Context: an optimization exercise on an open-source flow, tuned for small area. The choices shown serve that exercise and are no tape-out recipe.
Only simulation tests tie the RTL to the original design; equivalence was not proved.

Setup of run 1:
Design ame_sobel_filter, start of the top module:
module ame_sobel_filter #(
    parameter LINE_DATA_BITS = 7,
    parameter COMP_DATA_BITS = 8
) (
    input logic clk_i,
    input logic rst_n_i,
    input  logic comp_init_i,
    output logic comp_done_o,
    input logic [5:0] [LINE_DATA_BITS-1:0] line_data_i,
    output logic [3:0] [3:0] [COMP_DATA_BITS-1:0] comp_data_o
);
localparam logic [2:0] IDLE  = 3'b000;
localparam logic [2:0] COL_0 = 3'b001;
localparam logic [2:0] COL_1 = 3'b010;
localparam logic [2:0] COL_2 = 3'b100;
localparam logic [2:0] COL_3 = 3'b101;
localparam logic [2:0] COL_4 = 3'b110;
localparam logic [2:0] COL_5 = 3'b111;
logic [2:0] ctl_sta;
logic       comp_done;
logic sub_2;
logic sub_0;
logic [41:0] line_bits;
logic [3:0] [COMP_DATA_BITS-1:0] comp_new;
logic [3:0] [3:0] [COMP_DATA_BITS-1:0] comp_data;
assign line_bits = line_data_i;
assign sub_2 = ctl_sta[2];
assign sub_0 = ctl_sta[2] & ctl_sta[1];
assign comp_done_o = comp_done;
assign comp_data_o = comp_data;
always_ff @(posedge clk_i or negedge rst_n_i)
begin
    if (!rst_n_i) begin
        ctl_sta   <= IDLE;
        comp_done <= 1'b0;
    end else begin
        case (ctl_sta)
            IDLE:    ctl_sta <= comp_init_i ? COL_0 : IDLE;
            COL_0:   ctl_sta <= COL_1;
            COL_1:   ctl_sta <= COL_2;
            COL_2:   ctl_sta <= COL_3;
            COL_3:   ctl_sta <= COL_4;
            COL_4:   ctl_sta <= COL_5;
            COL_5:   ctl_sta <= comp_init_i ? COL_0 : IDLE;
            default: ctl_sta <= IDLE;
        endcase
        comp_done <= (ctl_sta == COL_5);
    end
end
generate
    if (1) begin: row_0
        logic [7:0] na, nb;
        logic s0, s1, s2, s3, s4, s5, s6, s7, s8, s9, s10, s11, s12, s13, s14, s15, s16, s17, s18, s19, s20, s21, s22, s23, s24, s25, s26, s27, s28;
        logic c0, c1, c2, c3, c4, c5, c6, c7, c8, c9, c10, c11, c12, c13, c14, c15, c16, c17, c18, c19, c20, c21, c22, c23, c24, c25, c26, c27, c28;
        assign na = ~({8{sub_2}} & comp_data[0][2]);
        assign nb = ~({8{sub_0}} & comp_data[0][0]);
        assign s0 = na[0] ^ nb[0] ^ line_bits[0];
  ...
Size in the first run: about 350 cells after synthesis, ~5300 µm² of cells after synthesis.
Settings: LEC_CHECK=0, CAP_MARGIN=20, CORE_MARGIN=2, CORE_UTILIZATION=60, SLEW_MARGIN=20; clock period 5.0 ns.
standard.sh (not shown) runs the stock make flow with config.mk's settings and CLKGATE_MAP_FILE= SYNTH_SCRIPT=/design/flow/synth_recipe.tcl, a recipe that flattens the netlist after the stock synthesis.
==> flow/flow/run.sh <==
#!/bin/bash
# The standard layout, with three changes:
#  - after the standard synthesis, flow/pol2.py re-picks the polarity of the
#    full adders and gates to drop inverters (registers untouched); Yosys
#    proves the new netlist equivalent to the standard one, and the standard
#    netlist is kept if that proof fails;
#  - the port buffers are the smallest buffer;
#  - the clock tree uses small buffers and no dummy loads.
set -u
export BUFFER_PORTS_ARGS="-buffer_cell sky130_fd_sc_hd__buf_1"
export CTS_ARGS="-sink_clustering_enable -repair_clock_nets -dont_use_dummy_load -buf_list {sky130_fd_sc_hd__clkbuf_4 sky130_fd_sc_hd__clkbuf_8} -sink_clustering_size 20 -sink_clustering_max_diameter 80"
LIB=$FLOW_HOME/platforms/sky130hd/lib/sky130_fd_sc_hd__tt_025C_1v80.lib
R=orfs/results/sky130hd/ame_sobel_filter/base

bash standard.sh synth > synth.log 2>&1 || exit 1

cp $R/1_2_yosys.v std_netlist.v
if python3 flow/pol2.py $LIB std_netlist.v pol_netlist.v > pol.log 2>&1; then
    yosys -p "read_liberty -ignore_miss_func $LIB; read_verilog std_netlist.v; rename $FLOW_TOP gold; read_verilog pol_netlist.v; rename $FLOW_TOP gate; flatten; rename -hide gate/w:_* gate/w:*.*; async2sync; opt_clean; equiv_make gold gate eq; hierarchy -top eq; equiv_simple -undef; equiv_induct -undef; equiv_status -assert" > equiv.log 2>&1
    if [ $? -eq 0 ]; then
        echo "using the re-polarised netlist" >> pol.log
        cp pol_netlist.v $R/1_2_yosys.v
        touch $R/1_2_yosys.v
    else
        echo "equivalence failed: keeping the standard netlist" >> pol.log
    fi
fi

bash standard.sh > standard.log 2>&1
Other scripts of this flow, unchanged in this note and not shown: flow/flow/pol2.py
Run 1: done, clean on timing, DRC and antenna
> inputs changed (run 1 -> run 2)
# run 1
export LEC_CHECK = 0
export CAP_MARGIN = 20
export CORE_MARGIN = 2
export CORE_UTILIZATION = 60
export SLEW_MARGIN = 20
create_clock -name core_clock -period 5.0 [get_ports {clk_i}]
# run 2
export LEC_CHECK = 0
export CAP_MARGIN = 0
export CORE_MARGIN = 2
export CORE_UTILIZATION = 60
export SLEW_MARGIN = 0
create_clock -name core_clock -period 5.0 [get_ports {clk_i}]
diff --git a/flow/flow/run.sh b/flow/flow/run.sh
--- a/flow/flow/run.sh
+++ b/flow/flow/run.sh
@@ -10,3 +10,3 @@
 export BUFFER_PORTS_ARGS="-buffer_cell sky130_fd_sc_hd__buf_1"
-export CTS_ARGS="-sink_clustering_enable -repair_clock_nets -dont_use_dummy_load -buf_list {sky130_fd_sc_hd__clkbuf_4 sky130_fd_sc_hd__clkbuf_8} -sink_clustering_size 20 -sink_clustering_max_diameter 80"
+export CTS_ARGS="-sink_clustering_enable -repair_clock_nets -dont_use_dummy_load -buf_list {sky130_fd_sc_hd__clkbuf_8} -sink_clustering_size 30 -sink_clustering_max_diameter 100"
 LIB=$FLOW_HOME/platforms/sky130hd/lib/sky130_fd_sc_hd__tt_025C_1v80.lib
Notes after the runs:
From run 2 to run 1, logic depth of the worst path, buffers included did not move at all.
Between run 2 and run 1, the difference in post-layout minimum cycle time is negligible.
Post-detailed-route count of antenna-violating nets came out exactly the same in run 2 and run 1.
On critical path buffer and inverter count, run 2 tracks run 1 almost exactly.
Comparing run 2 against run 1, there is no change at all in share of the final layout cell area in multi-input gates.
Changes observed in run 2 relative to run 1: cell count now sits at about the same level, net count after synthesis ~0 delta, worst setup slack essentially unchanged, TritonCTS buffer count neither gained nor lost much.
Setup changes, run 2 to run 3
# run 2
export LEC_CHECK = 0
export CAP_MARGIN = 0
export CORE_MARGIN = 2
export CORE_UTILIZATION = 60
export SLEW_MARGIN = 0
create_clock -name core_clock -period 5.0 [get_ports {clk_i}]
# run 3
export LEC_CHECK = 0
export CAP_MARGIN = 20
export CORE_MARGIN = 2
export CORE_UTILIZATION = 70
export SLEW_MARGIN = 20
create_clock -name core_clock -period 5.0 [get_ports {clk_i}]
diff --git a/flow/flow/run.sh b/flow/flow/run.sh
--- a/flow/flow/run.sh
+++ b/flow/flow/run.sh
@@ -10,3 +10,3 @@
 export BUFFER_PORTS_ARGS="-buffer_cell sky130_fd_sc_hd__buf_1"
-export CTS_ARGS="-sink_clustering_enable -repair_clock_nets -dont_use_dummy_load -buf_list {sky130_fd_sc_hd__clkbuf_8} -sink_clustering_size 30 -sink_clustering_max_diameter 100"
+export CTS_ARGS="-sink_clustering_enable -repair_clock_nets -dont_use_dummy_load -buf_list {sky130_fd_sc_hd__clkbuf_4 sky130_fd_sc_hd__clkbuf_8}"
 LIB=$FLOW_HOME/platforms/sky130hd/lib/sky130_fd_sc_hd__tt_025C_1v80.lib
Findings:
From run 2 to run 3 the numbers moved as follows: worst hold slack now smaller, core occupancy in the finished layout up 15 points, number of ordinary and repair buffers in the finished layout increased 1.0%, total instance count after detailed placement went down by about 1.5%. Between run 3 and run 2, the area added between synthesis and finish is lower for run 2. Compared run 3 vs run 2, and sequential portion of the cell area is down in run 3. Sort run 3 and run 2 by count of buffers added by post-CTS timing repair for setup, descending, and run 3 comes first. Run 3 ended up with line_data_i[14] as its start point of the critical path; run 2 ended up with line_data_i[22]. Changes observed in run 3 relative to run 2: routed wire length rose 2800 µm, die area down 14%, post-placement setup slack -54 ps.

separate check: timing with driven ports:
No port has a modelled driver above. Below, the same layouts with a new extraction and two added sets of constraints. Step 1 sets driving cells, clkbuf_16 on the clock port and buf_2 on the other inputs (assumed; they add their load-dependent delay and slew). Step 2 times the ports against the registers' clock, not the clock port: input delays grow and output delays shrink by t, the midpoint of the rising clock arrivals with the driver on. a / b / c = ideal / step 1 / step 2; a / b = the first two.
| run | t, ns | slack for setup (ns) | worst setup path at the end | slew at the worst register clock pin (ns) | worst slew at a driven data input, ns |
|---|---|---|---|---|---|
| run 1 | 0.444 | 0.191 / 0.193 / -0.247 | input to register | 0.08 / 0.08 | 0.04 |
| run 2 | 0.444 | 0.191 / 0.193 / -0.247 | input to register | 0.08 / 0.08 | 0.04 |
| run 3 | 0.446 | 0.049 / 0.044 / -0.402 | input to register | 0.08 / 0.08 | 0.05 |
With both steps, setup timing fails in every run listed, where it was met with ideal ports. The setup slack of run 3, which loses most, moves by -0.005 ns with the drivers and by -0.451 ns with both steps.
